Context: an optimization exercise on an open-source flow, tuned for small area and a short achievable clock period. The choices shown serve that exercise and are no tape-out recipe.
The RTL was checked by simulation tests, not by an equivalence proof against the original design.

==> inputs of run a <==
// Chevychev_highpass
module Chevychev_highpass (
    data_in, data_out, clk, rst
);
    output [17:0] data_out;
    input  [7:0]  data_in;
    input         clk, rst;
    reg [7:0]  XN;    
    reg [17:0] YN;    
    reg [17:0] RS;
    reg [17:0] R3;
    reg [0:0] R3c;    
    reg [17:0] R4;
    reg [0:0] R4c;    
    reg [17:0] R5;
    reg [0:0] R5c;    
    reg [17:0] R6;
    reg [0:0] R6c;    
    reg [17:0] R7;
    reg [0:0] R7c;    
    reg [17:0] R8;
    reg [0:0] R8c;    
    reg [17:0] R9;
    reg [0:0] R9c;    
    wire n_1 = ~XN[0];
    wire n_2 = ~XN[1];
    wire n_3 = ~XN[2];
    wire n_4 = ~XN[3];
    wire n_5 = ~XN[4];
    wire n_6 = ~XN[5];
    wire n_7 = ~XN[6];
    wire n_8 = ~XN[7];
    wire n_9 = ~YN[0];
    wire n_10 = ~YN[1];
    wire n_11 = ~YN[2];
    wire n_12 = ~YN[3];
    wire n_13 = ~YN[4];
    wire n_14 = ~YN[5];
    wire n_15 = ~YN[6];
    wire n_16 = ~YN[7];
    wire n_17 = ~YN[8];
    wire n_18 = ~YN[9];
    wire n_19 = ~YN[10];
    wire n_20 = ~YN[11];
    wire n_21 = ~YN[12];
    wire n_22 = ~YN[13];
    wire n_23 = ~YN[14];
    wire n_24 = ~YN[15];
    wire n_25 = ~YN[16];
    wire n_26 = ~YN[17];
    wire s_27, c_28;
    iir_ha us_27 (.a(n_3), .b(n_1), .s(s_27), .co(c_28));
    wire s_29, c_30;
    iir_fa us_29 (.a(n_4), .b(n_2), .c(c_28), .s(s_29), .co(c_30));
    wire s_31, c_32;
    iir_fa us_31 (.a(n_5), .b(n_3), .c(c_30), .s(s_31), .co(c_32));
    wire s_33, c_34;
    iir_fa us_33 (.a(n_6), .b(n_4), .c(c_32), .s(s_33), .co(c_34));
    wire s_35, c_36;
    iir_fa us_35 (.a(n_7), .b(n_5), .c(c_34), .s(s_35), .co(c_36));
    wire s_37, c_38;
    iir_fa us_37 (.a(n_8), .b(n_6), .c(c_36), .s(s_37), .co(c_38));
    wire s_39, c_40;
    iir_ha us_39 (.a(n_7), .b(c_38), .s(s_39), .co(c_40));
    wire s_41, c_42;
    iir_ha us_41 (.a(n_8), .b(c_40), .s(s_41), .co(c_42));
    wire n_43 = ~data_in[0];
    wire n_44 = ~data_in[1];
    wire n_45 = ~data_in[2];
    wire n_46 = ~data_in[3];
    wire n_47 = ~data_in[4];
  ...
clock: 16.0 ns
lec_check: 0
cap_margin: 20
core_margin: 2
core_utilization: 40
slew_margin: 20
synth_hierarchical: 1
synth_minimum_keep_size: 0
standard.sh (not shown) runs the stock make flow with config.mk's settings and CLKGATE_MAP_FILE= SYNTH_SCRIPT=/design/flow/synth_recipe.tcl, a recipe that flattens the netlist after the stock synthesis.
==> flow/flow/run.sh <==
#!/bin/bash
# The standard layout (standard.sh), with three changes to how it is made:
#  - port buffers are buf_4 instead of the default (a slow delay buffer),
#  - timing repair aims for 7.4 ns of setup slack (the design runs well below
#    the 16 ns clock, so the default repair would never act),
#  - clock tree: clkbuf_8 buffers, sinks clustered by 20 within 60 um, no
#    dummy loads.
# The full make output goes to standard_sh.log; ORFS keeps per-step logs in orfs/logs.
set -euo pipefail
bash standard.sh \
  "BUFFER_PORTS_ARGS=-buffer_cell sky130_fd_sc_hd__buf_4" \
  SETUP_SLACK_MARGIN=7.4 \
  "CTS_ARGS=-sink_clustering_enable -repair_clock_nets -dont_use_dummy_load -sink_clustering_size 20 -sink_clustering_max_diameter 60 -buf_list sky130_fd_sc_hd__clkbuf_8" \
  finish > standard_sh.log 2>&1
==> inputs of run b, as changes to run a <==
==> flow/flow/run.sh (replaced) <==
#!/bin/bash
# The standard layout (standard.sh), with three changes to how it is made:
#  - port buffers are buf_4 instead of the default (a slow delay buffer),
#  - timing repair aims for 7.55 ns of setup slack (the design runs well below
#    the 16 ns clock, so the default repair would never act),
#  - clock tree: clkbuf_8 buffers, sinks clustered by 20 within 60 um, no
#    dummy loads.
# The full make output goes to standard_sh.log; ORFS keeps per-step logs in orfs/logs.
set -euo pipefail
bash standard.sh \
  "BUFFER_PORTS_ARGS=-buffer_cell sky130_fd_sc_hd__buf_4" \
  SETUP_SLACK_MARGIN=7.55 \
  "CTS_ARGS=-sink_clustering_enable -repair_clock_nets -dont_use_dummy_load -sink_clustering_size 20 -sink_clustering_max_diameter 60 -buf_list sky130_fd_sc_hd__clkbuf_8" \
  finish > standard_sh.log 2>&1
==> inputs of run c, as changes to run a <==
==> flow/flow/run.sh (replaced) <==
#!/bin/bash
# The standard layout (standard.sh), with three changes to how it is made:
#  - port buffers are buf_4 instead of the default (a slow delay buffer),
#  - timing repair aims for 7.85 ns of setup slack (the design runs well below
#    the 16 ns clock, so the default repair would never act),
#  - clock tree: clkbuf_8 buffers, sinks clustered by 20 within 60 um, no
#    dummy loads.
# The full make output goes to standard_sh.log; ORFS keeps per-step logs in orfs/logs.
set -euo pipefail
bash standard.sh \
  "BUFFER_PORTS_ARGS=-buffer_cell sky130_fd_sc_hd__buf_4" \
  SETUP_SLACK_MARGIN=7.85 \
  "CTS_ARGS=-sink_clustering_enable -repair_clock_nets -dont_use_dummy_load -sink_clustering_size 20 -sink_clustering_max_diameter 60 -buf_list sky130_fd_sc_hd__clkbuf_8" \
  finish > standard_sh.log 2>&1
==> inputs of run d, as changes to run a <==
==> flow/flow/run.sh (replaced) <==
#!/bin/bash
# The standard layout (standard.sh), with three changes to how it is made:
#  - port buffers are buf_4 instead of the default (a slow delay buffer),
#  - timing repair aims for 7.5 ns of setup slack (the design runs well below
#    the 16 ns clock, so the default repair would never act),
#  - clock tree: clkbuf_8 buffers, sinks clustered by 20 within 60 um, no
#    dummy loads.
# The full make output goes to standard_sh.log; ORFS keeps per-step logs in orfs/logs.
set -euo pipefail
bash standard.sh \
  "BUFFER_PORTS_ARGS=-buffer_cell sky130_fd_sc_hd__buf_4" \
  SETUP_SLACK_MARGIN=7.5 \
  "CTS_ARGS=-sink_clustering_enable -repair_clock_nets -dont_use_dummy_load -sink_clustering_size 40 -sink_clustering_max_diameter 200 -sink_clustering_levels 1 -buf_list sky130_fd_sc_hd__clkbuf_8" \
  finish > standard_sh.log 2>&1
==> impl_metrics.yaml <==
sta:
  fmax_mhz: 123
  rsz0062_at_grt: "yes"
clock_network:
  postCtsSetupBuffers: 24
  cts-resized-gates: 39
run_status:
  status: "complete, no violations"
global_route:
  grt_pass1_wl_um: 52500
route:
  vias_per_cell: 4.78
(the above is from run c)
==> impl_metrics.yaml <==
route:
  vias_per_cell: 4.77
run_status:
  status: "complete, no violations"
sta:
  rsz0062_at_grt: "yes"
(the above is from run b)
==> impl_metrics.yaml <==
run_status:
  status: "complete, no violations"
clock_network:
  cts-resized-gates: 0
  postCtsSetupBuffers: 0
sta:
  rsz0062_at_grt: "no"
(the above is from run a)
==> impl_metrics.yaml <==
sta:
  fmax_mhz: 120
  rsz0062_at_grt: "yes"
global_route:
  grt_pass1_wl_um: 51500
route:
  vias_per_cell: 4.77
run_status:
  status: "complete, no violations"
clock_network:
  cts-resized-gates: 0
(the above is from run d)

## separate check: timing with driven ports
The flow's constraints put no driver on any port. The routed layouts listed below were extracted and timed again, unchanged, in two steps. Step 1 assumes that a clkbuf_16 drives the clock port and a buf_2 every other input. Step 2 moves the port delays by t, midway between the first and last clock arrival at a register: inputs arrive t later, outputs are due t later. That takes back most of the time a late clock gives input paths. Three values: ideal ports, drivers, drivers and shift; two values: the first two.
run	t (ns)	setup slack, ns	hold WS [ns]	worst setup path after step 2	worst data-port slew with drivers (ns)
run a	0.512	7.587 / 7.564 / 7.564	0.491 / 0.491 / 0.491	input to output	0.04
run b	0.510	7.669 / 7.640 / 7.640	0.491 / 0.491 / 0.491	input to output	0.04
run c	0.510	7.845 / 7.795 / 7.795	0.491 / 0.491 / 0.491	input to output	0.06
run d	0.512	7.683 / 7.660 / 7.660	0.491 / 0.491 / 0.491	input to output	0.04
After both steps every run listed still meets setup and hold. The setup slack of run c, which loses most, moves by -0.050 ns with the drivers and by -0.050 ns with both steps.
